What follows belongs to an exercise in optimizing a design on an open flow for small area and few clock cycles; a production flow would make more cautious choices. Only simulation tests tie the RTL to the original design; equivalence was not proved.

==> flow/design.v <==
module LCD_CTRL(clk, reset, IROM_Q, cmd, cmd_valid, IROM_EN, IROM_A, IRB_RW, IRB_D, IRB_A, busy, done);
input            clk;
input            reset;
input      [7:0] IROM_Q;
input      [3:0] cmd;
input            cmd_valid;
output           IROM_EN;
output     [5:0] IROM_A;
output           IRB_RW;
output     [7:0] IRB_D;
output     [5:0] IRB_A;
output           busy;
output           done;
reg  [2:0] wr;           
reg  [2:0] wc;           
reg  [2:0] r0, r1;       
reg  [2:0] c0, c1;
reg        sact;         
reg  [1:0] sdir;         
reg  [2:0] sk;           
reg        ld_v;         
reg  [5:0] ld_a;
reg        wr_req;       
reg [63:0] dirty;
wire [7:0] pix   [0:63];
wire       rows_e = (r1 < r0);               
wire       av_u   = (r0 != 3'd0);
wire       av_d   = (r1 != 3'd7);
wire       av_l   = (c0 != 3'd0) & ~rows_e;
wire       av_r   = (c1 != 3'd7) & ~rows_e;
wire       full   = ~av_u & ~av_d & ~av_l & ~av_r;
wire [2:0] wr1    = wr + 3'd1;
wire [2:0] wc1    = wc + 3'd1;
wire       in_r   = ~rows_e & (wr >= r0) & (wr1 <= r1);
wire       in_c   = (wc >= c0) & (wc1 <= c1);
reg  [1:0] nd;
always @(*) begin
    if (av_d & ~(wr1 <= r1))      nd = 2'd1;
    else if (av_u & (wr < r0))    nd = 2'd0;
    else if (av_l & (wc < c0))    nd = 2'd2;
    else if (av_r & ~(wc1 <= c1)) nd = 2'd3;
    else if (av_u & (~av_d | (wr - r0) <= (r1 - wr1)) & (~av_l | (wr - r0) <= (wc - c0)) & (~av_r | (wr - r0) <= (c1 - wc1)))
                                  nd = 2'd0;
    else if (av_d & (~av_l | (r1 - wr1) <= (wc - c0)) & (~av_r | (r1 - wr1) <= (c1 - wc1)))
                                  nd = 2'd1;
    else if (av_l & (~av_r | (wc - c0) <= (c1 - wc1)))
                                  nd = 2'd2;
    else                          nd = 2'd3;
end
wire       issue  = sact | ~full;
wire [1:0] d      = sact ? sdir : nd;
wire [2:0] k      = sact ? sk : 3'd0;
wire [2:0] slast  = d[1] ? (r1 - r0) : (c1 - c0);
wire       last   = (k == slast);
reg  [2:0] qr, qc;       
always @(*) begin
    case (d)
        2'd0:    begin qr = r0 - 3'd1; qc = c0 + k;    end
        2'd1:    begin qr = r1 + 3'd1; qc = c0 + k;    end
        2'd2:    begin qr = r0 + k;    qc = c0 - 3'd1; end
        default: begin qr = r0 + k;    qc = c1 + 3'd1; end
    endcase
end
assign IROM_EN = ~(issue | reset);
assign IROM_A  = reset ? 6'd27 : {qr, qc};
always @(posedge clk) begin
    if (reset) begin
        r0   <= 3'd3;
        r1   <= 3'd2;
        c0   <= 3'd3;
        c1   <= 3'd4;
        sact <= 1'b1;
        sdir <= 2'd1;
        sk   <= 3'd1;
        ld_v <= 1'b1;
        ld_a <= 6'd27;
    end else begin
        ld_v <= issue;
        ld_a <= {qr, qc};
        if (issue) begin
            sact <= ~last;
            sdir <= d;
            sk   <= k + 3'd1;
            if (last) begin
                case (d)
                    2'd0:    r0 <= r0 - 3'd1;
                    2'd1:    r1 <= r1 + 3'd1;
                    2'd2:    c0 <= c0 - 3'd1;
                    default: c1 <= c1 + 3'd1;
                endcase
            end
        end
    end
end
wire       ld_in  = ((ld_a[5:3] == wr) | (ld_a[5:3] == wr1)) & ((ld_a[2:0] == wc) | (ld_a[2:0] == wc1));
wire       ready  = in_r & in_c & ~(ld_v & ld_in);
wire       load_end = full & ~sact & ~ld_v;
wire       flushing  = wr_req & load_end;
wire       any_dirty = |dirty;
assign done = flushing & ~any_dirty;
reg        pv;           
reg  [3:0] pc;
assign busy = ~done & (wr_req | pv);
wire       take    = cmd_valid & ~busy;
wire [3:0] ec      = pv ? pc : cmd;      
wire       is_data = (ec == 4'd5) | (ec == 4'd6) | (ec == 4'd7) |
                     (ec == 4'd9) | (ec == 4'd10) | (ec == 4'd11) | (ec == 4'd12);
wire       exec    = (pv | take) & (~is_data | ready);
wire       cmd_we  = exec & is_data;
always @(posedge clk) begin
    if (reset) begin
        pv <= 1'b0;
        pc <= 4'd0;
    end else begin
        pv <= (pv | take) & ~exec;
        if (take)
            pc <= cmd;
    end
end
always @(posedge clk) begin
    if (reset) begin
        wr     <= 3'd3;
        wc     <= 3'd3;
        wr_req <= 1'b0;
    end else if (exec) begin
        case (ec)
            4'd0: wr_req <= 1'b1;
            4'd1: if (wr != 3'd0) wr <= wr - 3'd1;
            4'd2: if (wr != 3'd6) wr <= wr + 3'd1;
            4'd3: if (wc != 3'd0) wc <= wc - 3'd1;
            4'd4: if (wc != 3'd6) wc <= wc + 3'd1;
            4'd8: begin wr <= 3'd3; wc <= 3'd3; end
            default: ;
        endcase
    end
end
reg  [5:0] fa;           
integer    n;
always @(*) begin
    fa = 6'd0;
    for (n = 63; n >= 0; n = n - 1)
        if (dirty[n]) fa = n[5:0];
end
wire       flush_we = flushing & any_dirty;
wire [1:0] rh0 = wr[2:1] + {1'b0, wr[0]};
wire [1:0] rh1 = wr[2:1];
wire [1:0] ch0 = wc[2:1] + {1'b0, wc[0]};
wire [1:0] ch1 = wc[2:1];
wire [5:0] wa [0:3];     
assign wa[0] = {rh0, 1'b0, ch0, 1'b0};
assign wa[1] = {rh0, 1'b0, ch1, 1'b1};
assign wa[2] = {rh1, 1'b1, ch0, 1'b0};
assign wa[3] = {rh1, 1'b1, ch1, 1'b1};
wire [5:0] ra [0:3];     
wire [7:0] bv [0:3];     
genvar b;
generate
    for (b = 0; b < 4; b = b + 1) begin : g_rd
        assign ra[b] = flushing ? {fa[5:4], b[1], fa[2:1], b[0]} : wa[b];
        assign bv[b] = pix[ra[b]];
    end
endgenerate
wire [9:0] sum = bv[0] + bv[1] + bv[2] + bv[3];
wire [7:0] avg = sum[9:2];
reg  [7:0] nv [0:3];     
integer    j;
always @(*) begin
    for (j = 0; j < 4; j = j + 1) begin
        case (ec)
            4'd5:    nv[j] = avg;
            4'd6:    nv[j] = bv[j ^ 2];
            4'd7:    nv[j] = bv[j ^ 1];
            4'd9:    nv[j] = (bv[j][7:6] == 2'b11) ? 8'd255 : {bv[j][7:6] + 2'd1, bv[j][5:0]};
            4'd10:   nv[j] = (bv[j][7:6] == 2'b00) ? 8'd0   : {bv[j][7:6] - 2'd1, bv[j][5:0]};
            4'd11:   nv[j] = (bv[j] > 8'd128) ? 8'd255 : 8'd0;
            default: nv[j] = (bv[j] < 8'd128) ? 8'd255 : 8'd0;
        endcase
    end
end
wire [1:0] fb = {fa[3], fa[0]};
genvar a;
generate
    for (a = 0; a < 64; a = a + 1) begin : g_pix
        wire [1:0] bk    = {a[3], a[0]};
        wire       sel   = (ra[bk] == a);
        wire       c_hit = cmd_we & sel;
        wire       l_hit = ld_v & (ld_a == a);
        wire       h_hit = ~(c_hit | l_hit);
        reg  [7:0] q;
        always @(posedge clk)
            q <= ({8{c_hit}} & nv[bk]) | ({8{l_hit}} & IROM_Q) | ({8{h_hit}} & q);
        assign pix[a] = q;
        always @(posedge clk)
            dirty[a] <= ~reset & (c_hit | (dirty[a] & ~(flush_we & sel & (fb == bk))));
    end
endgenerate
assign IRB_RW = ~((ld_v & ~reset) | flush_we);
assign IRB_A  = ld_v ? ld_a : fa;
assign IRB_D  = ld_v ? IROM_Q : bv[fb];
endmodule
clock: 10.0 ns
lec_check: 0
cap_margin: 10
core_margin: 2
core_utilization: 55
cts_cluster_diameter: 115
cts_cluster_size: 26
place_density: 0.65
slew_margin: 10
run.sh (not shown) runs the stock make flow with config.mk's settings and CLKGATE_MAP_FILE= SYNTH_SCRIPT=/design/flow/synth_recipe.tcl, a recipe that flattens the netlist after the stock synthesis.
Testbench counts at the start, summed over its fixed seeds: cycles 6,545.
Change:
CORE_UTILIZATION = 50   (was 55)
CTS_CLUSTER_DIAMETER = 110   (was 115)
CTS_CLUSTER_SIZE = 24   (was 26)
PLACE_DENSITY = 0.6   (was 0.65)
Result: Worst setup slack is better by 0.017 ns. Clock-buffer cell count is higher by 5. Die area rises by 9.8%. Fmax barely changes. Via count decreases by 0.47%. Global-route usage falls by 2.8 points.

* * *

LCD_CTRL, a different RTL version from the one above (not shown whole).
Size: about 610 flip-flops, roughly 39 I/O pins.
clock: 10.0 ns
lec_check: 0
cap_margin: 20
core_margin: 2
core_utilization: 45
cts_cluster_diameter: 80
cts_cluster_size: 15
place_density: 0.55
slew_margin: 20
The first run ran to the end with no violations.
Testbench counts at the start, summed over its fixed seeds: cycles 6,545.
Rerun with:
CAP_MARGIN = 10   (was 20)
CORE_UTILIZATION = 50   (was 45)
CTS_CLUSTER_DIAMETER = 110   (was 80)
CTS_CLUSTER_SIZE = 24   (was 15)
PLACE_DENSITY = 0.6   (was 0.55)
SLEW_MARGIN = 10   (was 20)
After rerunning: Worst hold slack gets better by 0.0037 ns; routed wire length went down by 5.9%; synthesized cell count is unchanged.

port drivers added, routing unchanged:
In the flow no input, the clock included, has a driving cell. The finished layouts below were timed again as built, in two steps.
Step 1, drivers: a clkbuf_16 drives clk and a buf_2 each remaining input, both assumed.
Step 2, shift: input delay + t, output delay - t, t = (earliest + latest rising clock arrival at the registers) / 2. This alone moves slack from input paths to output paths.
Three values: no drivers, after step 1, after step 2; two values: the first two.
run	t, ns	setup WS [ns]	worst setup path after step 2	cell pins on the clock port's net
the first run of note 1	0.680	0.875 / 0.875 / 0.875	register to register	1
the second run of note 1	0.708	0.892 / 0.832 / 1.163	register to register	1
the first run of note 2	0.707	0.662 / 0.662 / 0.662	register to register	1
the second run of note 2	0.729	1.094 / 1.026 / 1.146	register to register	1
After both steps every run listed still meets setup and hold.
